This design comes from an exercise in tuning for small area on the open sky130 flow, not from production work. Where RTL was checked, it was by simulation tests only, not by an equivalence proof against the original. No functional check of the RTL was part of run 2. The clock cells of runs 4 and 5 come from the design's own scripts or RTL, not from TritonCTS. The clock input has no modelled driver; a real chip could not lean on it and would need a root buffer or a full tree. Power figures rest on the tool's default switching activity, not on a simulated workload.

==> flow/design.v, too long to show whole: its modules and the start of the top module <==
// module sin_quarter: 74 lines
// module ecg_table: 682 lines
// module wave_wrapper: 158 lines
// module rca: 18 lines
// module shifter: 14 lines
module wave_wrapper(
 input clk,
 input rst,
 input enable,
 input [2:0] wave_in_wrapper,
 input [2:0] amp_wrapper,
 input [1:0] dc_wrapper,
 input [1:0] sel_f_wrapper,
 input [1:0] noise_sel,
 input [2:0] noise_amp,
 output [23:0] wave_out
);
  // ...
==> flow/flow/run.sh <==
#!/bin/bash
# Layout flow: the standard ORFS flow (standard.sh), with
#  - the ABC script of the synthesis replaced by flow/abc_area.script
#    (area-oriented mapping; registers are untouched, so they are the
#    standard synthesis's),
#  - the port buffers made with the smallest buffer cell,
#  - clock tree synthesis with smaller clock buffers and no dummy loads.
# make's output goes to flow_make.log; each ORFS step logs to orfs/logs/.
set -euo pipefail
here=$(pwd)
rm -rf "$here/scripts"
cp -r "$FLOW_HOME/scripts" "$here/scripts"
cp "$here/flow/abc_area.script" "$here/scripts/abc_area.script"
bash standard.sh SCRIPTS_DIR="$here/scripts" \
  "BUFFER_PORTS_ARGS=-buffer_cell sky130_fd_sc_hd__buf_1" \
  "CTS_ARGS=-sink_clustering_enable -repair_clock_nets -dont_use_dummy_load -buf_list sky130_fd_sc_hd__clkbuf_8" \
  finish > "$here/flow_make.log" 2>&1
==> flow/flow/abc_area.script <==
strash
&get -n
&deepsyn -T 200
&put
dch
map -a
topo
stime -c
==> flow/standard.sh <==
#!/bin/bash
# synth_recipe.tcl (not shown) runs the flow's synth.tcl, then flattens the netlist and writes it again
# the make line also repeats each setting of config.mk as NAME=value (left out here)
make -C /OpenROAD-flow-scripts/flow DESIGN_CONFIG=/design/flow/config.mk WORK_HOME=/design/flow/orfs CLKGATE_MAP_FILE= SYNTH_SCRIPT=/design/flow/synth_recipe.tcl "${@:-finish}"
==> flow/config.mk <==
export PLATFORM = sky130hd
export DESIGN_NAME = wave_wrapper
export DESIGN_NICKNAME = wave_wrapper
export VERILOG_FILES = /design/flow/design.v
export SDC_FILE = /design/flow/constraint.sdc
export NUM_CORES = 8
export LEC_CHECK = 0
export ABC_AREA = 1
export CAP_MARGIN = 20
export CORE_MARGIN = 2
export CORE_UTILIZATION = 40
export GPL_TIMING_DRIVEN = 0
export SLEW_MARGIN = 20
==> flow/constraint.sdc <==
create_clock -name core_clock -period 10.0 [get_ports {clk}]
set_input_delay 2.0000 -clock core_clock [delete_from_list [all_inputs] [get_ports {clk}]]
set_output_delay 2.0000 -clock core_clock [all_outputs]
set_load 0.01 [all_outputs]
==> impl_metrics.py, run 1 <==
metrics = {
    "run_status": {
        "status": "finished clean",
    },
    "timing": {
        "fmax_ghz": 0.103,
        "rsz0062_at_grt": "no",
        "layout_setup_ws_ps": 272,
    },
    "global_routing": {
        "antenna_found_initial": 1,
        "grt_pass1_wl_um": 58700,
        "grt_pass1_vias": 9552,
    },
    "min_path": {
        "hold_start": "r1",
        "hold_path.class": "flop to flop",
    },
    "drt": {
        "dr_wl_met2_um": 16700,
        "routed_wl_um": 38800,
    },
    "placed_design": {
        "port_buffers": 41,
        "dp.cells": 1614,
    },
    "final_layout": {
        "seq_share_pct": 23.1,
        "fin_util_pct": 44.2,
        "layout.nonclk_buf_share_pct": 2.17,
        "nFillCells": 2396,
        "mostFrequentLayoutCells": "clkinv_1 (235), nor2_1 (191), nand2_1 (114), dfxtp_1 (109), o21ai_0 (102)",
        "stdcell_area_um2": 9920,
        "final_nets": 1455,
    },
    "synth": {
        "synthAdderAreaFrac_pct": 15.5,
        "synthCells": 1285,
        "synth_top_cell_by_area": "dfxtp_1",
        "synthTopCellsByCount": "clkinv_1 (242), nor2_1 (194), dfxtp_1 (114), nand2_1 (114), o21ai_0 (104)",
        "ys_seq_area_share_pct": 25.1,
    },
    "power_and_ir_drop": {
        "switching_power_uw": 226,
        "powerSeq_uw": 479,
    },
    "critical_path": {
        "critical_path_class": "primary input to flop",
        "cp.depth": 24,
        "rrSetupSlack_ps": 330,
        "cp_cell_sequence": "buf_1 -> clkinv_1 -> nor3_2 -> clkinv_1 -> nor2_1 -> clkinv_1 -> a2111oi_1 -> nor2_2 -> clkinv_1 -> xor2_1 -> a221oi_1 -> fa_1 -> fa_1 -> fa_1 -> fa_1 -> fa_1 -> fa_1 -> fa_1 -> clkinv_1 -> fa_1 -> clkinv_1 -> fa_1 -> clkinv_1 -> fa_1",
    },
    "die": {
        "dieWidth_um": 155,
    },
    "run": {
        "maxCapViolations": 0,
    },
}
==> module sin_quarter, before the edit <==
module sin_quarter (
    input  wire [5:0]  j,
    output reg  [14:0] m
);
    always @(*) begin
        case (j)
            6'd0: m = 15'h0000;
            6'd1: m = 15'h0324;
            6'd2: m = 15'h0648;
            6'd3: m = 15'h096A;
            6'd4: m = 15'h0C8C;
            6'd5: m = 15'h0FAB;
            6'd6: m = 15'h12C8;
            6'd7: m = 15'h15E2;
            6'd8: m = 15'h18F9;
            6'd9: m = 15'h1C0B;
            6'd10: m = 15'h1F1A;
            6'd11: m = 15'h2223;
            6'd12: m = 15'h2528;
            6'd13: m = 15'h2826;
            6'd14: m = 15'h2B1F;
            6'd15: m = 15'h2E11;
            6'd16: m = 15'h30FB;
            6'd17: m = 15'h33DF;
            6'd18: m = 15'h36BA;
            6'd19: m = 15'h398C;
            6'd20: m = 15'h3C56;
            6'd21: m = 15'h3F17;
            6'd22: m = 15'h41CE;
            6'd23: m = 15'h447A;
            6'd24: m = 15'h471C;
            6'd25: m = 15'h49B4;
            6'd26: m = 15'h4C3F;
            6'd27: m = 15'h4EBF;
            6'd28: m = 15'h5133;
            6'd29: m = 15'h539B;
            6'd30: m = 15'h55F5;
            6'd31: m = 15'h5842;
            6'd32: m = 15'h5A82;
            6'd33: m = 15'h5CB3;
            6'd34: m = 15'h5ED7;
            6'd35: m = 15'h60EB;
            6'd36: m = 15'h62F1;
            6'd37: m = 15'h64E8;
            6'd38: m = 15'h66CF;
            6'd39: m = 15'h68A6;
            6'd40: m = 15'h6A6D;
            6'd41: m = 15'h6C23;
            6'd42: m = 15'h6DC9;
            6'd43: m = 15'h6F5E;
            6'd44: m = 15'h70E2;
            6'd45: m = 15'h7254;
            6'd46: m = 15'h73B5;
            6'd47: m = 15'h7504;
            6'd48: m = 15'h7641;
            6'd49: m = 15'h776B;
            6'd50: m = 15'h7884;
            6'd51: m = 15'h7989;
            6'd52: m = 15'h7A7C;
            6'd53: m = 15'h7B5C;
            6'd54: m = 15'h7C29;
            6'd55: m = 15'h7CE3;
            6'd56: m = 15'h7D89;
            6'd57: m = 15'h7E1D;
            6'd58: m = 15'h7E9C;
            6'd59: m = 15'h7F09;
            6'd60: m = 15'h7F61;
            6'd61: m = 15'h7FA6;
            6'd62: m = 15'h7FD8;
            6'd63: m = 15'h7FF5;
            default: m = 15'h0000;
        endcase
    end
endmodule
==> inputs of run 2 (changes only) <==
--- a/flow/design.v
+++ b/flow/design.v
@@ -1,75 +1,278 @@
 module sin_quarter (
-    input  wire [5:0]  j,
-    output reg  [14:0] m
+    input  wire [5:0] j,
+    output wire [14:0] m
 );
-    always @(*) begin
-        case (j)
-            6'd0: m = 15'h0000;
-            6'd1: m = 15'h0324;
-            6'd2: m = 15'h0648;
-            6'd3: m = 15'h096A;
-            6'd4: m = 15'h0C8C;
-            6'd5: m = 15'h0FAB;
-            6'd6: m = 15'h12C8;
-            6'd7: m = 15'h15E2;
-            6'd8: m = 15'h18F9;
-            6'd9: m = 15'h1C0B;
-            6'd10: m = 15'h1F1A;
-            6'd11: m = 15'h2223;
-            6'd12: m = 15'h2528;
-            6'd13: m = 15'h2826;
-            6'd14: m = 15'h2B1F;
-            6'd15: m = 15'h2E11;
-            6'd16: m = 15'h30FB;
-            6'd17: m = 15'h33DF;
-            6'd18: m = 15'h36BA;
-            6'd19: m = 15'h398C;
-            6'd20: m = 15'h3C56;
-            6'd21: m = 15'h3F17;
-            6'd22: m = 15'h41CE;
-            6'd23: m = 15'h447A;
-            6'd24: m = 15'h471C;
-            6'd25: m = 15'h49B4;
-            6'd26: m = 15'h4C3F;
-            6'd27: m = 15'h4EBF;
-            6'd28: m = 15'h5133;
-            6'd29: m = 15'h539B;
-            6'd30: m = 15'h55F5;
-            6'd31: m = 15'h5842;
-            6'd32: m = 15'h5A82;
-            6'd33: m = 15'h5CB3;
-            6'd34: m = 15'h5ED7;
-            6'd35: m = 15'h60EB;
-            6'd36: m = 15'h62F1;
-            6'd37: m = 15'h64E8;
-            6'd38: m = 15'h66CF;
-            6'd39: m = 15'h68A6;
-            6'd40: m = 15'h6A6D;
-            6'd41: m = 15'h6C23;
-            6'd42: m = 15'h6DC9;
-            6'd43: m = 15'h6F5E;
-            6'd44: m = 15'h70E2;
-            6'd45: m = 15'h7254;
-            6'd46: m = 15'h73B5;
-            6'd47: m = 15'h7504;
-            6'd48: m = 15'h7641;
-            6'd49: m = 15'h776B;
-            6'd50: m = 15'h7884;
-            6'd51: m = 15'h7989;
-            6'd52: m = 15'h7A7C;
-            6'd53: m = 15'h7B5C;
-            6'd54: m = 15'h7C29;
-            6'd55: m = 15'h7CE3;
-            6'd56: m = 15'h7D89;
-            6'd57: m = 15'h7E1D;
-            6'd58: m = 15'h7E9C;
-            6'd59: m = 15'h7F09;
-            6'd60: m = 15'h7F61;
-            6'd61: m = 15'h7FA6;
-            6'd62: m = 15'h7FD8;
-            6'd63: m = 15'h7FF5;
-            default: m = 15'h0000;
-        endcase
-    end
+    wire new_n22, new_n23, new_n24, new_n25, new_n26, new_n27, new_n28, new_n29;
+    wire new_n30, new_n31, new_n32, new_n33, new_n34, new_n35, new_n36, new_n37;
+    wire new_n38, new_n39, new_n40, new_n41, new_n42, new_n43, new_n44, new_n45;
+    wire new_n46, new_n47, new_n48, new_n49, new_n50, new_n51, new_n52, new_n53;
+    wire new_n54, new_n55, new_n56, new_n57, new_n58, new_n59, new_n60, new_n61;
+    wire new_n62, new_n63, new_n64, new_n66, new_n67, new_n68, new_n69, new_n70;
+    wire new_n71, new_n72, new_n73, new_n74, new_n75, new_n76, new_n77, new_n78;
+    wire new_n79, new_n80, new_n81, new_n82, new_n83, new_n84, new_n85, new_n86;
+    wire new_n87, new_n88, new_n89, new_n90, new_n91, new_n92, new_n93, new_n95;
+    wire new_n96, new_n97, new_n98, new_n99, new_n100, new_n101, new_n102, new_n103;
+    wire new_n104, new_n105, new_n106, new_n107, new_n108, new_n109, new_n110, new_n111;
+    wire new_n112, new_n113, new_n114, new_n115, new_n116, new_n117, new_n118, new_n119;
+    wire new_n120, new_n121, new_n122, new_n123, new_n124, new_n125, new_n127, new_n128;
+    wire new_n129, new_n130, new_n131, new_n132, new_n133, new_n134, new_n135, new_n136;
+    wire new_n137, new_n138, new_n139, new_n140, new_n141, new_n142, new_n143, new_n145;
+    wire new_n146, new_n147, new_n148, new_n149, new_n150, new_n151, new_n152, new_n153;
+    wire new_n155, new_n156, new_n157, new_n158, new_n159, new_n160, new_n161, new_n162;
+    wire new_n163, new_n164, new_n165, new_n166, new_n168, new_n169, new_n170, new_n171;
+    wire new_n172, new_n173, new_n174, new_n175, new_n176, new_n177, new_n178, new_n180;
+    wire new_n181, new_n182, new_n183, new_n184, new_n185, new_n186, new_n187, new_n188;
+    wire new_n189, new_n190, new_n191, new_n192, new_n193, new_n194, new_n195, new_n197;
+    wire new_n198, new_n199, new_n200, new_n201, new_n202, new_n203, new_n204, new_n205;
+    wire new_n206, new_n207, new_n208, new_n209, new_n210, new_n212, new_n213, new_n214;
+    wire new_n215, new_n216, new_n217, new_n218, new_n219, new_n220, new_n222, new_n223;
+    wire new_n224, new_n225, new_n226, new_n227, new_n228, new_n229, new_n230, new_n231;
+    wire new_n232, new_n233, new_n234, new_n236, new_n237, new_n238, new_n239, new_n240;
+    wire new_n241, new_n242, new_n243, new_n244, new_n245, new_n246, new_n248, new_n249;
+    wire new_n250, new_n251, new_n252, new_n253, new_n254, new_n255, new_n256, new_n257;
+    wire new_n258, new_n260, new_n261, new_n262;
+    assign new_n22 = ~j[1] & j[2];
+    assign new_n23 = ~j[0] & j[1];
+    assign new_n24 = j[0] & ~j[1];
+    assign new_n25 = ~new_n23 & ~new_n24;
+    assign new_n26 = j[2] & ~new_n25;
+    assign new_n27 = ~j[1] & ~j[2];
+    assign new_n28 = ~j[0] & ~new_n27;
+    assign new_n29 = ~new_n26 & new_n28;
+    assign new_n30 = ~new_n22 & ~new_n29;
+    assign new_n31 = ~j[3] & new_n30;
+    assign new_n32 = j[0] & ~j[3];
+    assign new_n33 = ~new_n30 & ~new_n32;
+    assign new_n34 = ~new_n31 & ~new_n33;
+    assign new_n35 = ~j[4] & ~new_n34;
+    assign new_n36 = j[1] & j[2];
+    assign new_n37 = j[0] & new_n36;
+    assign new_n38 = ~new_n27 & ~new_n37;
+    assign new_n39 = j[0] & j[2];
+    assign new_n40 = ~j[3] & ~new_n39;
+    assign new_n41 = ~new_n38 & ~new_n40;
+    assign new_n42 = ~new_n27 & new_n40;
+    assign new_n43 = ~new_n41 & ~new_n42;
+    assign new_n44 = j[4] & ~new_n43;
+    assign new_n45 = ~j[5] & ~new_n44;
+    assign new_n46 = ~new_n35 & new_n45;
+    assign new_n47 = j[4] & ~new_n31;
+    assign new_n48 = j[3] & new_n25;
+    assign new_n49 = ~j[0] & new_n27;
+    assign new_n50 = j[3] & ~new_n39;
+    assign new_n51 = ~new_n49 & new_n50;
+    assign new_n52 = ~new_n23 & new_n51;
+    assign new_n53 = ~new_n48 & ~new_n52;
+    assign new_n54 = new_n47 & new_n53;
+    assign new_n55 = j[3] & ~new_n22;
+    assign new_n56 = ~j[0] & j[2];
+    assign new_n57 = j[1] & ~new_n56;
+    assign new_n58 = new_n55 & ~new_n57;
+    assign new_n59 = ~j[4] & ~new_n58;
+    assign new_n60 = ~j[2] & ~new_n25;
+    assign new_n61 = ~new_n42 & ~new_n60;
+    assign new_n62 = new_n59 & new_n61;
+    assign new_n63 = j[5] & ~new_n62;
+    assign new_n64 = ~new_n54 & new_n63;
+    assign m[0] = new_n46 | new_n64;
+    assign new_n66 = ~j[1] & new_n40;
+    assign new_n67 = ~new_n36 & ~new_n66;
+    assign new_n68 = j[4] & ~new_n67;
+    assign new_n69 = ~new_n47 & ~new_n68;
+    assign new_n70 = ~new_n58 & ~new_n69;
+    assign new_n71 = j[3] & ~new_n60;
+    assign new_n72 = ~new_n36 & new_n71;
+    assign new_n73 = j[3] & ~new_n72;
+    assign new_n74 = ~j[2] & ~new_n24;
+    assign new_n75 = j[0] & new_n74;
+    assign new_n76 = ~new_n39 & ~new_n75;
+    assign new_n77 = ~new_n73 & new_n76;
+    assign new_n78 = j[3] & new_n37;
+    assign new_n79 = ~j[4] & ~new_n78;
+    assign new_n80 = ~new_n77 & new_n79;
+    assign new_n81 = ~j[5] & ~new_n80;
+    assign new_n82 = ~new_n70 & new_n81;
+    assign new_n83 = j[0] & ~new_n34;
+    assign new_n84 = new_n70 & new_n83;
+    assign new_n85 = j[0] & ~j[2];
+    assign new_n86 = new_n55 & ~new_n85;
+    assign new_n87 = ~j[4] & ~new_n86;
+    assign new_n88 = ~j[1] & new_n39;
+    assign new_n89 = ~j[3] & new_n22;
+    assign new_n90 = ~new_n88 & ~new_n89;
+    assign new_n91 = new_n87 & new_n90;
+    assign new_n92 = j[5] & ~new_n91;
+    assign new_n93 = ~new_n84 & new_n92;
+    assign m[1] = ~new_n82 & ~new_n93;
+    assign new_n95 = ~new_n39 & new_n71;
+    assign new_n96 = new_n47 & ~new_n95;
+    assign new_n97 = ~new_n74 & ~new_n88;
+    assign new_n98 = ~j[3] & ~new_n97;
+    assign new_n99 = ~new_n29 & ~new_n60;
+    assign new_n100 = ~new_n98 & ~new_n99;
+    assign new_n101 = new_n98 & new_n99;
+    assign new_n102 = ~j[4] & ~new_n101;
+    assign new_n103 = ~new_n100 & new_n102;
+    assign new_n104 = ~new_n96 & ~new_n103;
+    assign new_n105 = j[5] & ~new_n104;
+    assign new_n106 = ~j[3] & ~new_n25;
+    assign new_n107 = ~new_n48 & ~new_n106;
+    assign new_n108 = ~j[2] & ~new_n107;
+    assign new_n109 = j[3] & ~new_n26;
+    assign new_n110 = ~new_n108 & new_n109;
+    assign new_n111 = ~j[2] & ~new_n75;
+    assign new_n112 = j[3] & ~new_n111;
+    assign new_n113 = new_n99 & ~new_n112;
+    assign new_n114 = ~new_n110 & ~new_n113;
+    assign new_n115 = ~new_n74 & new_n114;
+    assign new_n116 = ~j[4] & ~new_n115;
+    assign new_n117 = ~new_n26 & ~new_n85;
+    assign new_n118 = ~j[3] & new_n117;
+    assign new_n119 = ~new_n56 & new_n118;
+    assign new_n120 = new_n30 & ~new_n39;
+    assign new_n121 = new_n71 & ~new_n120;
+    assign new_n122 = ~new_n119 & ~new_n121;
+    assign new_n123 = j[4] & ~new_n122;
+    assign new_n124 = ~j[5] & ~new_n123;
+    assign new_n125 = ~new_n116 & new_n124;
+    assign m[2] = new_n105 | new_n125;
+    assign new_n127 = ~new_n73 & ~new_n89;
+    assign new_n128 = ~new_n43 & new_n127;
+    assign new_n129 = j[4] & ~new_n128;
+    assign new_n130 = ~new_n74 & new_n129;
+    assign new_n131 = ~new_n84 & new_n130;
+    assign new_n132 = ~j[3] & ~new_n36;
+    assign new_n133 = ~new_n111 & new_n132;
+    assign new_n134 = ~new_n28 & new_n59;
+    assign new_n135 = ~new_n133 & new_n134;
+    assign new_n136 = ~j[5] & ~new_n135;
+    assign new_n137 = ~new_n131 & new_n136;
+    assign new_n138 = new_n113 & ~new_n117;
+    assign new_n139 = j[3] & new_n74;
+    assign new_n140 = ~j[4] & ~new_n139;
+    assign new_n141 = ~new_n138 & new_n140;
+    assign new_n142 = j[5] & ~new_n141;
+    assign new_n143 = ~new_n123 & new_n142;
+    assign m[3] = new_n137 | new_n143;
+    assign new_n145 = j[4] & ~new_n51;
+    assign new_n146 = ~new_n119 & new_n145;
+    assign new_n147 = j[1] & new_n146;
+    assign new_n148 = ~new_n87 & ~new_n147;
+    assign new_n149 = ~j[5] & ~new_n148;
+    assign new_n150 = ~j[4] & new_n114;
+    assign new_n151 = j[4] & ~new_n127;
+    assign new_n152 = j[5] & ~new_n151;
+    assign new_n153 = ~new_n150 & new_n152;
+    assign m[4] = ~new_n149 & ~new_n153;
+    assign new_n155 = ~j[4] & ~new_n32;
+    assign new_n156 = ~new_n72 & new_n155;
+    assign new_n157 = ~new_n146 & ~new_n156;
+    assign new_n158 = ~j[5] & ~new_n157;
+    assign new_n159 = ~j[3] & new_n97;
+    assign new_n160 = j[4] & ~new_n121;
+    assign new_n161 = ~new_n159 & new_n160;
+    assign new_n162 = ~j[0] & new_n22;
+    assign new_n163 = new_n155 & ~new_n162;
+    assign new_n164 = ~new_n58 & new_n163;
+    assign new_n165 = ~new_n161 & ~new_n164;
+    assign new_n166 = j[5] & ~new_n165;
+    assign m[5] = ~new_n158 & ~new_n166;
+    assign new_n168 = j[2] & ~new_n24;
+    assign new_n169 = j[3] & ~new_n168;
+    assign new_n170 = j[1] & new_n40;
+    assign new_n171 = ~new_n169 & ~new_n170;
+    assign new_n172 = j[4] & ~new_n171;
+    assign new_n173 = new_n30 & new_n141;
+    assign new_n174 = ~new_n172 & ~new_n173;
+    assign new_n175 = j[5] & ~new_n174;
+    assign new_n176 = ~j[4] & new_n128;
+    assign new_n177 = ~j[5] & ~new_n68;
+    assign new_n178 = ~new_n176 & new_n177;
+    assign m[6] = ~new_n175 & ~new_n178;
+    assign new_n180 = j[3] & new_n49;
+    assign new_n181 = j[2] & ~j[3];
+    assign new_n182 = ~j[5] & ~new_n181;
+    assign new_n183 = ~new_n180 & new_n182;
+    assign new_n184 = j[3] & j[5];
+    assign new_n185 = ~new_n28 & new_n184;
+    assign new_n186 = ~new_n183 & ~new_n185;
+    assign new_n187 = ~j[4] & ~new_n186;
+    assign new_n188 = ~new_n40 & new_n117;
+    assign new_n189 = ~j[5] & ~new_n89;
+    assign new_n190 = ~new_n188 & new_n189;
+    assign new_n191 = ~j[3] & ~new_n57;
+    assign new_n192 = j[5] & ~new_n191;
+    assign new_n193 = ~new_n52 & new_n192;
+    assign new_n194 = j[4] & ~new_n193;
+    assign new_n195 = ~new_n190 & new_n194;
+    assign m[7] = ~new_n187 & ~new_n195;
+    assign new_n197 = j[3] & new_n57;
+    assign new_n198 = ~new_n118 & ~new_n197;
+    assign new_n199 = j[4] & ~new_n198;
+    assign new_n200 = j[3] & new_n28;
+    assign new_n201 = new_n155 & ~new_n200;
+    assign new_n202 = ~new_n199 & ~new_n201;
+    assign new_n203 = ~j[5] & ~new_n202;
+    assign new_n204 = new_n32 & ~new_n36;
+    assign new_n205 = ~new_n71 & ~new_n204;
+    assign new_n206 = j[4] & ~new_n205;
+    assign new_n207 = j[3] & ~j[4];
+    assign new_n208 = j[1] & new_n207;
+    assign new_n209 = j[5] & ~new_n208;
+    assign new_n210 = ~new_n206 & new_n209;
+    assign m[8] = ~new_n203 & ~new_n210;
+    assign new_n212 = ~j[4] & ~new_n106;
+    assign new_n213 = ~new_n208 & new_n212;
+    assign new_n214 = j[4] & ~new_n88;
+    assign new_n215 = ~new_n108 & new_n214;
+    assign new_n216 = ~new_n213 & ~new_n215;
+    assign new_n217 = ~j[5] & ~new_n216;
+    assign new_n218 = ~new_n110 & new_n155;
+    assign new_n219 = j[5] & ~new_n218;
+    assign new_n220 = ~new_n129 & new_n219;
+    assign m[9] = ~new_n217 & ~new_n220;
+    assign new_n222 = ~new_n77 & new_n109;
+    assign new_n223 = new_n212 & ~new_n222;
+    assign new_n224 = j[4] & ~new_n27;
+    assign new_n225 = new_n132 & new_n224;
+    assign new_n226 = ~new_n223 & ~new_n225;
+    assign new_n227 = j[5] & ~new_n226;
+    assign new_n228 = j[3] & ~new_n24;
+    assign new_n229 = new_n160 & new_n228;
+    assign new_n230 = ~j[3] & ~new_n120;
+    assign new_n231 = ~j[4] & new_n110;
+    assign new_n232 = ~j[5] & ~new_n231;
+    assign new_n233 = ~new_n230 & new_n232;
+    assign new_n234 = ~new_n229 & new_n233;
+    assign m[10] = ~new_n227 & ~new_n234;
+    assign new_n236 = new_n31 & new_n129;
+    assign new_n237 = ~new_n27 & new_n140;
+    assign new_n238 = ~new_n119 & new_n237;
+    assign new_n239 = ~new_n236 & ~new_n238;
+    assign new_n240 = j[5] & ~new_n239;
+    assign new_n241 = j[4] & new_n222;
+    assign new_n242 = ~new_n162 & new_n207;
+    assign new_n243 = ~new_n75 & new_n242;
+    assign new_n244 = ~j[5] & ~new_n243;
+    assign new_n245 = ~new_n133 & new_n244;
+    assign new_n246 = ~new_n241 & new_n245;
+    assign m[11] = ~new_n240 & ~new_n246;
+    assign new_n248 = ~j[2] & j[3];
+    assign new_n249 = j[1] & new_n181;
+    assign new_n250 = ~new_n248 & ~new_n249;
+    assign new_n251 = ~j[4] & ~new_n112;
+    assign new_n252 = ~new_n250 & new_n251;
+    assign new_n253 = ~j[5] & ~new_n252;
+    assign new_n254 = ~new_n133 & new_n250;
+    assign new_n255 = j[5] & ~new_n254;
+    assign new_n256 = ~new_n253 & ~new_n255;
+    assign new_n257 = ~j[5] & ~new_n250;
+    assign new_n258 = j[4] & ~new_n257;
+    assign m[12] = new_n256 | new_n258;
+    assign new_n260 = new_n251 & ~new_n255;
+    assign new_n261 = j[4] & ~new_n132;
+    assign new_n262 = ~j[5] & new_n261;
+    assign m[13] = ~new_n260 & ~new_n262;
+    assign m[14] = j[5] | new_n261;
 endmodule
 module ecg_table (
--- a/flow/flow/run.sh
+++ b/flow/flow/run.sh
@@ -14,4 +14,4 @@
 bash standard.sh SCRIPTS_DIR="$here/scripts" \
   "BUFFER_PORTS_ARGS=-buffer_cell sky130_fd_sc_hd__buf_1" \
-  "CTS_ARGS=-sink_clustering_enable -repair_clock_nets -dont_use_dummy_load -buf_list sky130_fd_sc_hd__clkbuf_8" \
+  "CTS_ARGS=-sink_clustering_enable -repair_clock_nets -dont_use_dummy_load -sink_clustering_size 30 -sink_clustering_max_diameter 150 -buf_list sky130_fd_sc_hd__clkbuf_8" \
   finish > "$here/flow_make.log" 2>&1
==> impl_metrics.py, run 2 <==
metrics = {
    "synth": {
        "synth_edf_count": 0,
        "synth-seq-cells": 114,
        "synth_top_cell_by_area": "dfxtp_1",
        "synthesis.area_um2": 9000,
        "yosys.cell_types.count": 40,
        "avgSynthCellArea_um2": 6.97,
        "synthCells": 1292,
        "synth_most_common_cell": "clkinv_1",
        "synthTopCellsByCount": "clkinv_1 (261), nor2_1 (224), nand2_1 (116)",
        "yosysTopAreaCellShare_pct": 25.3,
        "synthFlopType": "dfxtp_1",
        "ys_seq_area_share_pct": 25.3,
        "syn_nets": 1389,
        "synthTopCellsByArea": "dfxtp_1 (25%), clkinv_1 (11%), nor2_1 (9.3%)",
        "ys.warnings.count": 1,
        "async_flop_share_pct": 0,
    },
    "power_and_ir_drop": {
        "p_leak_uw": 0.00347,
        "p_per_area_nw_per_um2": 90.5,
        "peakVddDrop_mv": 0.0855,
        "power_uw": 888,
    },
    "placed_design": {
        "place.gp.congestion": 1.03,
        "port_buffers": 41,
        "hpwl_um": 28700,
        "dp.cells": 1614,
        "dpl_cell_area_um2": 9530,
    },
    "global_routing": {
        "grt_max_degree": 33,
        "grt_pass1_vias": 9598,
        "track_usage_pct": 31.5,
        "grt_pass1_wl_um": 57100,
        "antenna_found_initial": 1,
        "grt_overflow": 0,
    },
    "timing": {
        "rsz0062_at_grt": "no",
        "hold_viol": 0,
        "finalCriticalPeriod_ps": 9630,
        "setup_viol": 0,
        "slew_headroom_pct": 28.5,
        "slew_viol_final": 0,
        "fmax_ghz": 0.104,
        "skew_ps": 19.8,
        "fin_crit_sh_pct": 96.3,
        "worst_pin_slew_ps": 1060,
    },
    "min_path": {
        "hold_path.class": "flop to flop",
        "holdPathStages": 0,
    },
    "drt": {
        "drc": 0,
        "drtIter0Drc": 1132,
        "postRouteAntennaNets": 0,
        "routed_wl_um": 37100,
        "drtPass1Iterations": 8,
        "viasPerCell": 6.20,
        "routedWlPerCell_um": 22.7,
        "num_vias": 10100,
    },
    "cts": {
        "cts_tree": "built",
        "cts_setup_buffers": 0,
        "htree_levels": 4,
        "clkLatencyLatePin_ps": 440,
        "holdBufCountCts": 0,
        "numCtsBuffers": 17,
        "ctsLongestPathBuffers": 2,
        "clk_pin_slew_worst_paths_ps": 60,
        "cts_sinks": 114,
        "cts_root_buffer": "clkbuf_8",
    },
    "die": {
        "start_util_pct": 41.0,
        "core_um2": 22000,
        "die_area_um2": 23700,
        "io_pins": 42,
        "die_h_um": 154,
        "rows": 54,
        "dieWidth_um": 154,
    },
    "critical_path": {
        "cp.required_ps": 10300,
        "cp_top_family": "adder cells",
        "cp_data_arrival_time_ps": 9930,
        "critical_path_class": "flop to flop",
        "critical_path_peak_fanout": 20,
        "cp-end-kind": "flop",
        "slowest_stage": "nor4_1",
        "path_buf_inv": 7,
        "r2r_cells": 28,
        "max_stage_delay_ps": 600,
        "crit_path_frequent_cell": "fa_1",
        "start_kind": "flop",
        "cp.depth": 28,
    },
    "final_layout": {
        "nFillCells": 2305,
        "seqCellArea_um2": 2290,
        "multi_input_area_um2": 5740,
        "finalNonFillerCells": 1632,
        "mostFrequentLayoutCells": "clkinv_1 (256), nor2_1 (221), nand2_1 (116), dfxtp_1 (109), a21oi_1 (86)",
        "drive_gt1_share_pct": 3.92,
        "area_growth_syn_to_layout_pct": 8.96,
        "final_nets": 1450,
        "stdcell_area_um2": 9810,
        "final_common_cell": "clkinv_1",
    },
    "run": {
        "maxCapViolations": 0,
    },
    "run_status": {
        "status": "finished clean",
    },
}
run 2: cell count changes after synthesis, sizes merged, moves of 7 or more:
cell	delta
o22ai	+7
a21oi	-9
a22oi	+11
o21ai	-22
clkinv	+19
nor4	+7
o211ai	-8
o2111ai	-7
nor2	+30
ha	-9
run 2: final cells by class:
cell class | instances | share of cell area, %
sequential | 114 | 23.3
tap | 280 | 3.57
clock buffer | 17 | 2.38
timing repair buffer | 42 | 1.66
buffer | 5 | 0.383
inverter | 261 | 10.1
antenna | 1 | 0.0255
multi-input combinational | 912 | 58.5
run 2: cells by family after synthesis:
family | count (synthesis) | synth area share (%)
and+or+nand+nor | 440 | 20.1
AOI/OAI and AO/OA | 372 | 26.8
buffers and inverters | 266 | 11.3
xor gates and xnor gates | 21 | 2.04
DFF | 114 | 25.3
adders and majority gates | 79 | 14.4
run 2: final timing paths:
kind / from / to / slack [ps]
setup / recovery: aqq[0] / lo_r[9] / 370
setup reg to reg: aqq[0] / lo_r[9] / 370
hold / removal: r1 / r2 / 360
hold reg to reg: r1 / r2 / 360
run 2: layer usage:
layer | vias to the layer above | GRT usage (%) | share of wire (%)
met5 | - | 0 | 0
met4 | 0 | 14.6 | 5.3
met3 | 153 | 7.10 | 10
li1 | 4627 | - | -
met1 | 4679 | 42.8 | 42
met2 | 667 | 47.4 | 42
run 2: report_power, final:
group / leakage, uW / internal [uW] / total, uW / switching [uW]
combinational: 0.00241 / 33.3 / 102 / 69.0
clock: 0.000122 / 149 / 307 / 158
sequential: 0.000933 / 470 / 479 / 8.66
total: 0.00347 / 652 / 888 / 236
run 2: worst register-to-register path, delay by kind of cell (launching register included):
kind / cells / cell delay (ps)
adders and majority gates: 12 / 4550
DFF: 1 / 510
buffers and inverters: 7 / 1640
AOI/OAI and AO/OA: 4 / 1160
and+or+nand+nor: 4 / 1410
xor gates and xnor gates: 1 / 240
run 2: timing repair:
action	in CTS	in global routing
hold endpoints to repair	0	0
resized for setup	8	6
setup endpoints to repair	4	3
pin swaps	0	0
run 2: stage by stage:
stage / utilization (%) / hold slack, ps / setup WS (ps) / setup TNS, ps
2_1_floorplan: - / 331 / 1440 / 0
3_3_place_gp: 43.3 / 347 / -1450 / -4870
3_5_place_dp: 43.4 / 342 / -1040 / -2880
4_1_cts: 44.5 / 365 / 156 / 0
5_1_grt: 44.7 / 373 / 17.0 / 0
6_report: 44.7 / 363 / 366 / 0
==> module wave_wrapper, before the edit <==
module wave_wrapper(
 input clk,
 input rst,
 input enable,
 input [2:0] wave_in_wrapper,
 input [2:0] amp_wrapper,
 input [1:0] dc_wrapper,
 input [1:0] sel_f_wrapper,
 input [1:0] noise_sel,
 input [2:0] noise_amp,
 output [23:0] wave_out
);
 reg  [7:0] dcnt;
 reg        clk_en;
 reg  [7:0] dlast;
 always @(*) begin
  case (sel_f_wrapper)
   2'b00: dlast = 8'h32;
   2'b01: dlast = 8'h02;
   2'b10: dlast = 8'h2A;
   default: dlast = 8'h0A;
  endcase
 end
 wire dfb = dcnt[7] ^ dcnt[4] ^ dcnt[2] ^ dcnt[1] ^ ~(|dcnt[6:0]);
 wire dhit = (dcnt == dlast);
 always @(posedge clk) begin
  dcnt   <= (rst | dhit) ? 8'h85 : {dcnt[6:0], dfb};
  clk_en <= ~rst & dhit;
 end
 reg r1, r2, c1, c2;
 reg [7:0] aqq;
 always @(posedge clk) begin
  r1 <= rst;
  r2 <= r1;
  c1 <= clk_en;
  c2 <= c1;
 end
 wire [7:0] ainc;
 rca #(8) u_ainc (.a(aqq), .b(8'd0), .ci(c2), .s(ainc), .co());
 wire [7:0] aprev = r2 ? 8'd0 : ainc;           
 always @(posedge clk) aqq <= aprev;
 wire [2:0] anow_t;
 rca #(3) u_anow (.a(aprev[7:5]), .b(3'd0), .ci(c1 & (&aprev[4:0])), .s(anow_t), .co());
 wire [2:0] anow = r1 ? 3'd0 : anow_t;          
 reg level;
 reg below;
 always @(*) begin
  case (dc_wrapper)
   2'b00: below = (anow == 3'd0);
   2'b01: below = (anow[2:1] == 2'd0);
   2'b10: below = ~anow[2];
   default: below = ~(anow[2] & anow[1]);
  endcase
 end
 always @(posedge clk) level <= below;
 reg [11:0] step_up;
 reg [15:0] step_dn_neg;
 always @(*) begin
  case (sel_f_wrapper)
   2'b00: begin step_up = 12'd2048; step_dn_neg = 16'hFEDC; end   
   2'b01: begin step_up = 12'd1024; step_dn_neg = 16'hFEAB; end   
   2'b10: begin step_up = 12'd512;  step_dn_neg = 16'hFE00; end   
   default: begin step_up = 12'd341; step_dn_neg = 16'hFC00; end  
  endcase
 end
 reg  [15:0] saw_u;
 wire [15:0] saw_sum;
 rca #(16) u_saw (.a(saw_u), .b(clk_en ? {4'd0, step_up} : 16'd0), .ci(1'b0), .s(saw_sum), .co());
 always @(posedge clk)
  saw_u <= (rst | (clk_en & ~level)) ? 16'd0 : saw_sum;
 wire [15:0] saw = {~saw_u[15], saw_u[14:0]};
 reg  [15:0] trig_u;
 wire [15:0] trig_sum;
 wire        trig_co;
 wire [15:0] trig_step = ~clk_en ? 16'd0 : level ? {4'd0, step_up} : step_dn_neg;
 rca #(16) u_trig (.a(trig_u), .b(trig_step), .ci(1'b0), .s(trig_sum), .co(trig_co));
 wire trig_ovf = clk_en & (level ? trig_co : ~trig_co);
 always @(posedge clk)
  trig_u <= rst ? 16'd0 : trig_ovf ? {16{level}} : trig_sum;
 wire [15:0] trig = {~trig_u[15], trig_u[14:0]};
 wire        sgn = aqq[7];
 wire [5:0]  jneg;
 rca #(6) u_jneg (.a(~aqq[5:0]), .b(6'd0), .ci(1'b1), .s(jneg), .co());
 wire [5:0]  j = aqq[6] ? jneg : aqq[5:0];
 wire        top = aqq[6] & ~(|aqq[5:0]);
 wire [14:0] mq;
 sin_quarter u_sin (.j(j), .m(mq));
 wire [14:0] mag = mq | {15{top}};
 wire [15:0] ecg_sm;
 ecg_table u_ecg (.a(aqq), .q(ecg_sm));
 wire ws0 = (wave_in_wrapper == 3'd0);
 wire ws1 = (wave_in_wrapper == 3'd1);
 wire ws2 = (wave_in_wrapper == 3'd2);
 wire ws3 = (wave_in_wrapper == 3'd3);
 wire ws4 = (wave_in_wrapper == 3'd4);
 wire [15:0] vsel = ({16{ws0}} & {~level, {15{level}}})
                  | ({16{ws1}} & saw)
                  | ({16{ws2}} & trig)
                  | ({16{ws3}} & {1'b0, mag})
                  | ({16{ws4}} & {1'b0, ecg_sm[14:0]});
 wire neg = (ws3 & sgn) | (ws4 & ecg_sm[15]);
 wire [15:0] wave = vsel ^ {16{neg}};
 wire wfill = neg;
 wire wm2 = ~rst & (amp_wrapper == 3'd2);
 wire wm1 = ~rst & (amp_wrapper == 3'd1);
 wire wp1 = ~rst & (amp_wrapper == 3'd3);
 wire wp2 = ~rst & (amp_wrapper == 3'd4);
 wire w0  = ~rst & ~(amp_wrapper == 3'd1 | amp_wrapper == 3'd2 | amp_wrapper == 3'd3 | amp_wrapper == 3'd4);
 wire noff = rst | enable;
 wire nm2 = ~noff & (noise_amp == 3'd2);
 wire nm1 = ~noff & (noise_amp == 3'd1);
 wire np1 = ~noff & (noise_amp == 3'd3);
 wire np2 = ~noff & (noise_amp == 3'd4);
 wire n0  = ~noff & ~(noise_amp == 3'd1 | noise_amp == 3'd2 | noise_amp == 3'd3 | noise_amp == 3'd4);
 wire [17:0] wsc, nsc;
 shifter u_wsh (.x(wave), .fill(wfill), .m2(wm2), .m1(wm1), .z(w0), .p1(wp1), .p2(wp2), .y(wsc));
 reg  [15:0] lfsr;
 shifter u_nsh (.x(lfsr), .fill(1'b0), .m2(nm2), .m1(nm1), .z(n0), .p1(np1), .p2(np2), .y(nsc));
 wire cin = neg & (w0 | wp1 | wp2 | (wm1 & ~vsel[0]) | (wm2 & ~vsel[0] & ~vsel[1]));
 wire [9:0] lo;
 wire       c10;
 rca #(10) u_lo (.a(wsc[9:0]), .b(nsc[9:0]), .ci(cin), .s(lo), .co(c10));
 reg  [9:0] lo_r;
 reg        c10_r;
 reg  [7:0] wh_r, nh_r;
 always @(posedge clk) begin
  lo_r  <= lo;
  c10_r <= c10;
  wh_r  <= wsc[17:10];
  nh_r  <= nsc[17:10];
 end
 wire [8:0] hi;
 rca #(9) u_hi (.a({wh_r[7], wh_r}), .b({nh_r[7], nh_r}), .ci(c10_r), .s(hi), .co());
 assign wave_out = {{5{hi[8]}}, hi, lo_r};
 reg  [15:0] ncnt;
 reg         nen;
 reg  [15:0] nlast;
 always @(*) begin
  case (noise_sel)
   2'b00: nlast = 16'hF801;
   2'b01: nlast = 16'hF809;
   2'b10: nlast = 16'hD085;
   default: nlast = 16'hD885;
  endcase
 end
 wire nfb = ncnt[15] ^ ncnt[11] ^ ncnt[8] ^ ncnt[6] ^ ~(|ncnt[14:0]);
 wire nhit = (ncnt == nlast);
 always @(posedge clk) begin
  ncnt <= (rst | nhit) ? 16'h65C2 : {ncnt[14:0], nfb};
  nen  <= ~rst & nhit;
 end
 always @(posedge clk) begin
  if (rst)
   lfsr <= 16'hAD38;
  else if (nen)
   lfsr <= {lfsr[15] ^ lfsr[13] ^ lfsr[12] ^ lfsr[10], lfsr[15:1]};
 end
endmodule
==> inputs of run 3 (changes only) <==
--- a/flow/design.v
+++ b/flow/design.v
@@ -1080,15 +1080,16 @@
  wire       c10;
  rca #(10) u_lo (.a(wsc[9:0]), .b(nsc[9:0]), .ci(cin), .s(lo), .co(c10));
+ wire [8:0] hp;
+ rca #(9) u_hp (.a({wsc[17], wsc[17:10]}), .b({nsc[17], nsc[17:10]}), .ci(1'b0), .s(hp), .co());
  reg  [9:0] lo_r;
  reg        c10_r;
- reg  [7:0] wh_r, nh_r;
+ reg  [8:0] hp_r;
  always @(posedge clk) begin
   lo_r  <= lo;
   c10_r <= c10;
-  wh_r  <= wsc[17:10];
-  nh_r  <= nsc[17:10];
+  hp_r  <= hp;
  end
  wire [8:0] hi;
- rca #(9) u_hi (.a({wh_r[7], wh_r}), .b({nh_r[7], nh_r}), .ci(c10_r), .s(hi), .co());
+ rca #(9) u_hi (.a(hp_r), .b(9'd0), .ci(c10_r), .s(hi), .co());
  assign wave_out = {{5{hi[8]}}, hi, lo_r};
  reg  [15:0] ncnt;
==> flow/flow/run.sh (replaced) <==
#!/bin/bash
# Layout flow: the standard ORFS flow (standard.sh) with three changes,
# made in a copy of the ORFS scripts:
#  - synthesis uses flow/abc_area.script as its ABC script (area-oriented
#    mapping of the logic between the registers; the registers themselves
#    are the standard synthesis's, untouched);
#  - port buffers use the smallest buffer cell;
#  - the clock tree is built by flow/clock_tree.tcl (four clock buffers,
#    each driving one quarter of the flip-flops) in place of TritonCTS;
#    the rest of the CTS step (timing repair, legalisation) is ORFS's.
# make's output goes to flow_make.log; each ORFS step logs to orfs/logs/.
set -euo pipefail
here=$(pwd)
rm -rf "$here/scripts"
cp -r "$FLOW_HOME/scripts" "$here/scripts"
cp "$here/flow/abc_area.script" "$here/scripts/abc_area.script"
cp "$here/flow/clock_tree.tcl" "$here/scripts/clock_tree.tcl"
grep -q 'log_cmd clock_tree_synthesis {\*}$cts_args' "$here/scripts/cts.tcl"
sed -i 's|log_cmd clock_tree_synthesis {\*}$cts_args|source $::env(SCRIPTS_DIR)/clock_tree.tcl|' "$here/scripts/cts.tcl"
bash standard.sh SCRIPTS_DIR="$here/scripts" \
  "BUFFER_PORTS_ARGS=-buffer_cell sky130_fd_sc_hd__buf_1" \
  finish > "$here/flow_make.log" 2>&1
==> flow/flow/clock_tree.tcl (new file) <==
# Clock tree for a small design, in place of TritonCTS: the flip-flops are
# split into four groups by position (two halves by x, each split in two by
# y), and each group is driven by one clock buffer placed at the group's
# centre; the clock port drives the four buffers.  Sourced by cts.tcl in
# place of clock_tree_synthesis.
set ctb_cell sky130_fd_sc_hd__clkbuf_4
set ctb_block [ord::get_db_block]
set ctb_clk_port [lindex [get_property [lindex [all_clocks] 0] sources] 0]
set ctb_net [$ctb_block findNet [get_name [get_nets -of_objects $ctb_clk_port]]]
set ctb_sinks {}
foreach it [$ctb_net getITerms] {
  set inst [$it getInst]
  set bb [$inst getBBox]
  lappend ctb_sinks [list [expr {([$bb xMin] + [$bb xMax]) / 2}] \
    [expr {([$bb yMin] + [$bb yMax]) / 2}] \
    "[$inst getName]/[[$it getMTerm] getName]"]
}
puts "clock_tree: [llength $ctb_sinks] sinks on [$ctb_net getName]"
set ctb_groups {}
set ctb_byx [lsort -integer -index 0 $ctb_sinks]
set ctb_n [llength $ctb_byx]
set ctb_half [expr {$ctb_n / 2}]
foreach part [list [lrange $ctb_byx 0 [expr {$ctb_half - 1}]] [lrange $ctb_byx $ctb_half end]] {
  set byy [lsort -integer -index 1 $part]
  set m [expr {[llength $byy] / 2}]
  lappend ctb_groups [lrange $byy 0 [expr {$m - 1}]] [lrange $byy $m end]
}
set ctb_i 0
foreach grp $ctb_groups {
  if {[llength $grp] == 0} { continue }
  set sx 0; set sy 0; set pins {}
  foreach s $grp {
    set sx [expr {$sx + [lindex $s 0]}]
    set sy [expr {$sy + [lindex $s 1]}]
    lappend pins [lindex $s 2]
  }
  set dbu [$ctb_block getDbUnitsPerMicron]
  set cx [expr {double($sx) / [llength $grp] / $dbu}]
  set cy [expr {double($sy) / [llength $grp] / $dbu}]
  puts "clock_tree: buffer $ctb_i drives [llength $grp] sinks at ($cx, $cy)"
  insert_buffer -buffer_cell $ctb_cell -net [$ctb_net getName] \
    -load_pins [get_pins $pins] -location [list $cx $cy] \
    -buffer_name clkbuf_leaf_$ctb_i -net_name clknet_leaf_$ctb_i
  incr ctb_i
}
foreach n [$ctb_block getNets] {
  if {[string match clknet_leaf_* [$n getName]] || [$n getName] eq [$ctb_net getName]} {
    $n setSigType CLOCK
  }
}
==> impl_metrics.py, run 3 <==
metrics = {
    "run_status": {
        "status": "aborted with a tool error",
        "haltStage": "clock tree synthesis",
        "error_line": "[ERROR STA-2204] get_property NULL is not an object.",
    },
    "synth": {
        "async_flop_share_pct": 0,
        "ys.warnings.count": 1,
        "synthCells": 1291,
        "avgSynthCellArea_um2": 6.94,
        "synth_edf_count": 0,
        "synth-seq-cells": 107,
        "synthFlopType": "dfxtp_1",
        "synth_most_common_cell": "clkinv_1",
        "ys_seq_area_share_pct": 23.9,
        "syn_nets": 1395,
        "yosysTopAreaCellShare_pct": 23.9,
        "yosys.cell_types.count": 39,
        "synth_top_cell_by_area": "dfxtp_1",
        "synthesis.area_um2": 8960,
        "synthTopCellsByArea": "dfxtp_1 (24%), clkinv_1 (11%), nor2_1 (10%)",
        "synthTopCellsByCount": "clkinv_1 (251), nor2_1 (238), dfxtp_1 (107)",
    },
    "die": {
        "start_util_pct": 40.9,
        "io_pins": 42,
        "rows": 54,
        "die_h_um": 154,
        "dieWidth_um": 154,
    },
    "placed_design": {
        "port_buffers": 41,
        "dpl_cell_area_um2": 9550,
        "hpwl_um": 28800,
        "place.gp.congestion": 1.07,
        "dp.cells": 1617,
    },
}
run 3: changes by cell type after synthesis, moves of 5 or more:
cell / before / now
dfxtp_1: 114 / 107
nand2_1: 116 / 93
o31ai_1: 0 / 5
nand4_1: 10 / 15
o22ai_1: 50 / 45
ha_1: 38 / 47
o211ai_1: 16 / 10
a21oi_1: 88 / 100
a211oi_1: 11 / 16
clkinv_1: 261 / 251
nor2_1: 224 / 238
run 3: cells by family after synthesis:
family | count (synthesis) | synth area share, %
and+or+nand+nor | 441 | 20.6
AOI/OAI and AO/OA | 379 | 27.1
buffers and inverters | 256 | 10.9
DFF | 107 | 23.9
adders and majority gates | 86 | 15.3
xor gates and xnor gates | 22 | 2.15
run 3: stage by stage:
| stage | setup TNS, ps | total power, uW | worst slack [ps] |
|---|---|---|---|
| global placement | -14300 | 551 | -1960 |
| floorplan | 0 | 520 | 1250 |
| detailed placement | -238 | 552 | -238 |
run 3: worst max path at each step:
stage	cells after the start	slack, ps	end
floorplan	29	1250	lo_r[9]
detailed placement	30	-240	lo_r[9]
global placement	29	-1960	lo_r[9]
run 3: power groups by stage:
stage / clock network (uW) / registers, uW / logic, uW
global placement: 0 / 460 / 91.2
detailed placement: 0 / 460 / 91.9
floorplan: 0 / 461 / 59.1
==> inputs of run 4 (changes only) <==
==> flow/flow/clock_tree.tcl (replaced) <==
set ctb_leaf_cell sky130_fd_sc_hd__clkbuf_16
set ctb_root_cell sky130_fd_sc_hd__clkbuf_8
if {![info exists ctb_nx]} { set ctb_nx 2 }
if {![info exists ctb_ny]} { set ctb_ny 2 }
if {![info exists ctb_nroot]} { set ctb_nroot 2 }
set ctb_block [ord::get_db_block]
set ctb_dbu [$ctb_block getDbUnitsPerMicron]

# the clock net: the net on the flip-flops' clock pins, driven by a port
set ctb_net ""
foreach inst [$ctb_block getInsts] {
  set it [$inst findITerm CLK]
  if {$it ne "NULL" && $it ne ""} {
    set n [$it getNet]
    if {$n ne "NULL" && [llength [$n getBTerms]] > 0} { set ctb_net $n; break }
  }
}
if {$ctb_net eq ""} { error "clock_tree: no clock net found" }
set ctb_clk [$ctb_net getName]

set ctb_sinks {}
foreach it [$ctb_net getITerms] {
  set inst [$it getInst]
  set bb [$inst getBBox]
  lappend ctb_sinks [list [expr {([$bb xMin] + [$bb xMax]) / 2}] \
    [expr {([$bb yMin] + [$bb yMax]) / 2}] \
    "[$inst getName]/[[$it getMTerm] getName]"]
}
puts "clock_tree: [llength $ctb_sinks] sinks on $ctb_clk"

# split a list of {x y ...} into k parts of equal size, sorted by index idx
proc ctb_split {items k idx} {
  set s [lsort -integer -index $idx $items]
  set n [llength $s]
  set parts {}
  for {set i 0} {$i < $k} {incr i} {
    lappend parts [lrange $s [expr {$i * $n / $k}] [expr {($i + 1) * $n / $k - 1}]]
  }
  return $parts
}
proc ctb_centre {items dbu} {
  set sx 0; set sy 0
  foreach s $items { set sx [expr {$sx + [lindex $s 0]}]; set sy [expr {$sy + [lindex $s 1]}] }
  return [list [expr {double($sx) / [llength $items] / $dbu}] [expr {double($sy) / [llength $items] / $dbu}]]
}

set ctb_groups {}
foreach col [ctb_split $ctb_sinks $ctb_nx 0] {
  foreach grp [ctb_split $col $ctb_ny 1] { if {[llength $grp] > 0} { lappend ctb_groups $grp } }
}
set ctb_leaves {}
set ctb_i 0
foreach grp $ctb_groups {
  set pins {}
  foreach s $grp { lappend pins [sta::find_pin [lindex $s 2]] }
  set pins [lsearch -all -inline -not -exact $pins NULL]
  if {[llength $pins] != [llength $grp]} {
    error "clock_tree: found [llength $pins] of [llength $grp] clock pins"
  }
  set c [ctb_centre $grp $ctb_dbu]
  puts "clock_tree: leaf $ctb_i drives [llength $grp] sinks at $c"
  insert_buffer -buffer_cell $ctb_leaf_cell -net $ctb_clk -load_pins $pins \
    -location $c -buffer_name ctb_leaf_$ctb_i -net_name ctb_leafnet_$ctb_i
  set li [$ctb_block findInst ctb_leaf_$ctb_i]
  if {$li eq "NULL"} {
    foreach inst [$ctb_block getInsts] {
      if {[string match ctb_leaf_${ctb_i}* [$inst getName]]} { set li $inst }
    }
  }
  set x [expr {round([lindex $c 0] * $ctb_dbu)}]
  set y [expr {round([lindex $c 1] * $ctb_dbu)}]
  lappend ctb_leaves [list $x $y "[$li getName]/A"]
  incr ctb_i
}
if {[llength $ctb_leaves] > 4} {
  set ctb_j 0
  foreach part [ctb_split $ctb_leaves $ctb_nroot 0] {
    set pins {}
    foreach s $part { lappend pins [sta::find_pin [lindex $s 2]] }
    set c [ctb_centre $part $ctb_dbu]
    puts "clock_tree: root $ctb_j drives [llength $part] leaf buffers at $c"
    insert_buffer -buffer_cell $ctb_root_cell -net $ctb_clk -load_pins $pins \
      -location $c -buffer_name ctb_root_$ctb_j -net_name ctb_rootnet_$ctb_j
    incr ctb_j
  }
}
foreach n [$ctb_block getNets] {
  if {[string match ctb_* [$n getName]] || [$n getName] eq $ctb_clk} { $n setSigType CLOCK }
}
set ctb_left [llength [$ctb_net getITerms]]
puts "clock_tree: the clock port now drives $ctb_left cell pins"
if {$ctb_left > 4} { error "clock_tree: the clock port still drives $ctb_left pins" }
==> impl_metrics.py, run 4 <==
metrics = {
    "critical_path": {
        "start_kind": "flop",
        "cp.required_ps": 10050,
        "critical_path_class": "flop to flop",
        "path_buf_inv": 7,
        "max_stage_delay_ps": 1130,
        "cp_top_family": "adder cells",
        "slowest_stage": "dfxtp_1",
        "cp-end-kind": "flop",
        "crit_path_frequent_cell": "fa_1",
        "critical_path_peak_fanout": 23,
        "cp_data_arrival_time_ps": 9630,
    },
    "final_layout": {
        "drive_gt1_share_pct": 3.06,
        "mostFrequentLayoutCells": "clkinv_1 (247), nor2_1 (238), dfxtp_1 (105), a21oi_1 (98), nand2_1 (93)",
        "finalNonFillerCells": 1622,
        "final_common_cell": "clkinv_1",
        "nFillCells": 2377,
        "antennaDiodeCount": 0,
        "stdcell_area_um2": 9670,
        "final_nets": 1448,
        "area_growth_syn_to_layout_pct": 7.97,
    },
    "die": {
        "die_area_um2": 23600,
        "io_pins": 42,
        "dieWidth_um": 154,
        "core_um2": 21900,
        "rows": 54,
        "start_util_pct": 40.9,
        "die_h_um": 154,
    },
    "synth": {
        "synth-seq-cells": 107,
        "synth_top_cell_by_area": "dfxtp_1",
        "synth_most_common_cell": "clkinv_1",
        "synthFlopType": "dfxtp_1",
        "synth_edf_count": 0,
        "synthesis.area_um2": 8960,
        "synthTopCellsByCount": "clkinv_1 (251), nor2_1 (238), dfxtp_1 (107)",
        "synthCells": 1291,
        "synthTopCellsByArea": "dfxtp_1 (24%), clkinv_1 (11%), nor2_1 (10%)",
        "ys.warnings.count": 1,
        "avgSynthCellArea_um2": 6.94,
        "ys_seq_area_share_pct": 23.9,
        "syn_nets": 1395,
        "async_flop_share_pct": 0,
        "yosysTopAreaCellShare_pct": 23.9,
        "yosys.cell_types.count": 39,
    },
    "drt": {
        "routed_wl_um": 36700,
        "routedWlPerCell_um": 22.6,
        "drc": 0,
        "drtIter0Drc": 1051,
        "postRouteAntennaNets": 0,
        "drtPass1Iterations": 7,
        "num_vias": 10100,
        "viasPerCell": 6.21,
    },
    "timing": {
        "skew_ps": 12.4,
        "layout_setup_ws_ps": 415,
        "slew_viol_final": 0,
        "finalCriticalPeriod_ps": 9580,
        "fin_crit_sh_pct": 95.8,
        "slew_headroom_pct": 19.8,
        "fmax_ghz": 0.104,
        "setup_viol": 0,
        "rsz0062_at_grt": "no",
        "worst_pin_slew_ps": 1200,
        "hold_viol": 0,
    },
    "global_routing": {
        "antenna_found_initial": 0,
        "grt_overflow": 0,
        "grt_max_degree": 28,
        "track_usage_pct": 30.4,
        "grt_pass1_wl_um": 56600,
        "grt_pass1_vias": 9558,
    },
    "power_and_ir_drop": {
        "p_per_area_nw_per_um2": 74.9,
        "peakVddDrop_mv": 0.0948,
        "p_leak_uw": 0.00338,
    },
    "cts": {
        "cts_setup_buffers": 0,
        "clkLatencyLatePin_ps": 170,
        "clk_pin_slew_worst_paths_ps": 100,
        "holdBufCountCts": 0,
    },
    "run_status": {
        "status": "finished clean",
    },
    "placed_design": {
        "dp.cells": 1617,
        "dpl_cell_area_um2": 9550,
        "hpwl_um": 28800,
        "dp_slack_ps": -238,
        "port_buffers": 41,
        "place.gp.congestion": 1.07,
    },
    "min_path": {
        "hold_path.class": "flop to flop",
    },
    "run": {
        "maxCapViolations": 0,
    },
}
run 4: cell counts after synthesis:
No cell type changed its count.
run 4: logic make-up (layout without fill, tap and decap cells):
| kind of cell | Yosys count | after routing | synth area share [%] |
|---|---|---|---|
| AND/OR/NAND/NOR | 441 | 441 | 20.6 |
| buffers and inverters | 256 | 307 | 10.9 |
| adder cells (fa/ha/maj) | 86 | 86 | 15.3 |
| AO/OA/AOI/OAI | 379 | 379 | 27.1 |
| XOR/XNOR | 22 | 22 | 2.15 |
| flip-flops | 107 | 107 | 23.9 |
run 4: worst paths after layout:
check,startpoint,end,slack [ps],cells after the start
min reg2reg,r1,r2,360,0
min,r1,r2,360,0
max reg2reg,aqq[4],lo_r[9],420,26
max,aqq[4],lo_r[9],420,26
run 4: where the power goes:
part,switching [uW],internal [uW]
registers,7.84,443
logic,62.2,30.5
clock network,107,73.9
total,177,547
run 4: layout make-up, clock buffers not listed:
type                       instances  area (um2)  area share, %
timing repair buffer              46         205           2.12
timing repair inverter             1        5.00         0.0517
buffer                             5        37.5          0.388
sequential                       107        2140           22.2
multi-input combinational        928        5880           60.7
tap                              280         350           3.62
inverter                         251         955           9.87
run 4: per-stage QoR:
stage	utilization (%)	hold WS [ps]	power, uW	TNS [ps]
2_1_floorplan	-	332	520	0
3_3_place_gp	43.2	337	551	-14300
3_5_place_dp	43.6	340	552	-238
4_1_cts	44.1	340	690	0
5_1_grt	44.2	369	760	0
6_report	44.2	362	724	0
run 4: layer usage:
| metal | track usage, % | wire length [um] | vias to the layer above |
|---|---|---|---|
| li1 | - | - | 4634 |
| met1 | 41.2 | 14900 | 4618 |
| met2 | 48.5 | 16000 | 653 |
| met3 | 5.44 | 3840 | 169 |
| met4 | 11.3 | 1900 | 0 |
| met5 | 0 | 0 | - |
run 4: what timing repair did:
action | in CTS | in global routing
gates resized for setup | 1 | 4
setup endpoints to repair | 1 | 3
cloned | 0 | 1
==> inputs of run 5 (changes only) <==
==> flow/flow/abc_area.script (replaced) <==
strash
&get -n
&deepsyn -T 200
&dch
&nf -p -R 1000 -F 8 -C 32
&put
topo
==> impl_metrics.py, run 5 <==
metrics = {
    "drt": {
        "routedWlPerCell_um": 22.6,
        "drtPass1Iterations": 8,
        "viasPerCell": 6.69,
        "postRouteAntennaNets": 0,
        "num_vias": 9592,
        "drtIter0Drc": 1295,
        "routed_wl_um": 32400,
        "drc": 0,
    },
    "run_status": {
        "status": "finished clean",
    },
    "power_and_ir_drop": {
        "p_leak_uw": 0.00322,
        "power.internal_uw": 549,
        "p_per_area_nw_per_um2": 75.8,
        "switching_power_uw": 173,
        "power_frac_seq_pct": 62.4,
        "p_sw_share_pct": 24.0,
        "power.share.clock_pct": 25.3,
        "power_frac_comb_pct": 12.3,
        "peakVddDrop_mv": 0.0714,
    },
    "timing": {
        "rsz0062_at_grt": "no",
        "slew_viol_final": 0,
        "finalCriticalPeriod_ps": 9590,
        "fmax_ghz": 0.104,
        "layout_setup_ws_ps": 414,
        "skew_ps": 16.2,
        "setup_viol": 0,
        "slew_headroom_pct": 24.2,
        "fin_setup_tns_ps": 0,
        "fin_crit_sh_pct": 95.9,
        "worst_pin_slew_ps": 1140,
        "hold_viol": 0,
    },
    "final_layout": {
        "fin_util_pct": 44.0,
        "finalNonFillerCells": 1433,
        "final_common_cell": "nor2_1",
        "area_growth_syn_to_layout_pct": 8.78,
        "drive_gt1_share_pct": 3.21,
        "antennaDiodeCount": 0,
        "stdcell_area_um2": 9540,
        "final_nets": 1259,
        "mostFrequentLayoutCells": "nor2_1 (118), nand2_1 (117), dfxtp_1 (103), a21oi_1 (84), clkinv_1 (70)",
    },
    "min_path": {
        "hold_start": "r1",
        "hold_path.class": "flop to flop",
    },
    "synth": {
        "ys.warnings.count": 1,
        "synth-seq-cells": 107,
        "synthCells": 1099,
        "synthTopCellsByArea": "dfxtp_1 (24%), fa_1 (8.9%), ha_1 (6.7%)",
        "yosysTopAreaCellShare_pct": 24.4,
        "async_flop_share_pct": 0,
        "synthFlopType": "dfxtp_1",
        "avgSynthCellArea_um2": 7.98,
        "synth_top_cell_by_area": "dfxtp_1",
        "yosys.cell_types.count": 62,
        "synthTopCellsByCount": "nor2_1 (118), nand2_1 (117), dfxtp_1 (107)",
        "synth_most_common_cell": "nor2_1",
        "synth_edf_count": 0,
        "synthesis.area_um2": 8770,
        "ys_seq_area_share_pct": 24.4,
        "syn_nets": 1203,
    },
    "die": {
        "core_um2": 21700,
        "dieWidth_um": 152,
        "start_util_pct": 40.4,
        "rows": 54,
        "die_h_um": 152,
        "die_area_um2": 23100,
        "io_pins": 42,
    },
    "critical_path": {
        "reg2reg_from": "aqq[0]",
        "critical_path_class": "flop to flop",
        "cp.required_ps": 10060,
        "critical_path_peak_fanout": 34,
        "start_kind": "flop",
        "path_buf_inv": 5,
        "rr_endpoint": "lo_r[9]",
        "cp.depth": 27,
        "r2r_cells": 27,
        "crit_path_frequent_cell": "fa_1",
        "cp-end-kind": "flop",
        "max_stage_delay_ps": 860,
        "slowest_stage": "dfxtp_2",
        "cp_data_arrival_time_ps": 9640,
        "cp_top_family": "adder cells",
        "crit_path_end": "lo_r[9]",
        "startpoint": "aqq[0]",
        "rrSetupSlack_ps": 410,
    },
    "placed_design": {
        "dp_slack_ps": 373,
        "port_buffers": 41,
        "hpwl_um": 23700,
        "dp.cells": 1429,
        "dpl_cell_area_um2": 9420,
        "place.gp.congestion": 0.978,
    },
    "cts": {
        "clk_pin_slew_worst_paths_ps": 110,
        "clkLatencyLatePin_ps": 170,
    },
    "global_routing": {
        "antenna_found_initial": 0,
        "grt_pass1_wl_um": 50700,
        "grt_pass1_vias": 8837,
        "track_usage_pct": 26.6,
        "grt_max_degree": 42,
        "grt_overflow": 0,
    },
    "run": {
        "maxCapViolations": 0,
    },
}
## run 5: worst min path at each step
stage | endpoint | slack, ps | cells past startpoint
3_3_place_gp | r2 | 360 | 0
4_1_cts | r2 | 350 | 0
5_1_grt | r2 | 380 | 0
3_5_place_dp | r2 | 350 | 0
6_report | r2 | 370 | 0
2_1_floorplan | c2 | 320 | 0
## run 5: logic make-up (layout without fill, tap and decap cells)
logic type / Yosys count / count (layout) / share of synthesized area [%]
AO/OA/AOI/OAI: 388 / 388 / 31.1
buffers and inverters: 76 / 130 / 3.47
AND/OR/NAND/NOR: 414 / 414 / 22.5
XOR/XNOR: 26 / 26 / 2.60
multiplexers: 2 / 2 / 0.243
flip-flops: 107 / 107 / 24.4
adder cells (fa/ha/maj): 86 / 86 / 15.6
## run 5: power by group through the flow
stage,clock network [uW],logic (uW),registers [uW]
CTS,137,89.0,461
detailed placement,0,88.6,461
global route,205,99.6,453
global placement,0,85.8,461
finish,182,89.2,451
floorplan,0,56.9,461
## run 5: layout make-up, clock buffers not listed
cell class / count / area [um2]
Tap cell: 280 / 350
Timing Repair Buffer: 50 / 248
Buffer: 5 / 37.5
Multi-Input combinational cell: 916 / 6380
Fill cell: 2261 / 12200
Sequential cell: 107 / 2150
Inverter: 71 / 270
## run 5: per-stage QoR
step	total power, uW	hold WS, ps
5_1_grt	757	375
3_3_place_gp	546	357
6_report	723	366
4_1_cts	687	354
2_1_floorplan	518	325
3_5_place_dp	549	354
## run 5: metal layers
metal  global-route usage (%)  up-vias  share of wire (%)
li1                         -     4328                  -
met1                     38.7     4559                 44
met2                     39.9      594                 42
met3                     4.39      111                9.7
met4                     9.08        0                3.9
met5                        0        -                  0
## run 5: repair_timing
item	CTS	global route
gates resized for setup	0	2
endpoints found under the setup margin	0	3
hold buffers	0	0
buffers inserted	0	0

[what the ideal ports hide]
How much do the figures lean on ideal ports? The routed layouts below were timed once more, with nothing changed but the port constraints.
Step 1 sets driving cells, clkbuf_16 on the clock port and buf_2 on the other inputs (assumed; they add their load-dependent delay and slew).
Step 2 adds t to the input delays and takes it off the output delays; t is the mean of the earliest and latest rising clock arrival at the registers after step 1. Input paths then give back, and output paths get back, about the clock's delay inside the block.
Three values: ideal, step 1, step 2; two values: the first two.
| run | t (ns) | slack for setup (ns) | clock arrival spread, ns | worst slew at a driven data input, ns |
|---|---|---|---|---|
| run 1 | 0.452 | 0.272 / 0.274 / -0.178 | 0.035 / 0.035 | 0.07 |
| run 2 | 0.464 | 0.366 / 0.366 / 0.314 | 0.031 / 0.031 | 0.07 |
| run 4 | 0.243 | 0.415 / 0.415 / 0.389 | 0.013 / 0.012 | 0.07 |
| run 5 | 0.242 | 0.414 / 0.414 / 0.414 | 0.017 / 0.017 | 0.09 |
With both steps, setup timing fails in run 1, where it was met with ideal ports. For run 1, which loses most, drivers alone change the setup slack by +0.002 ns; drivers and shift together by -0.450 ns.
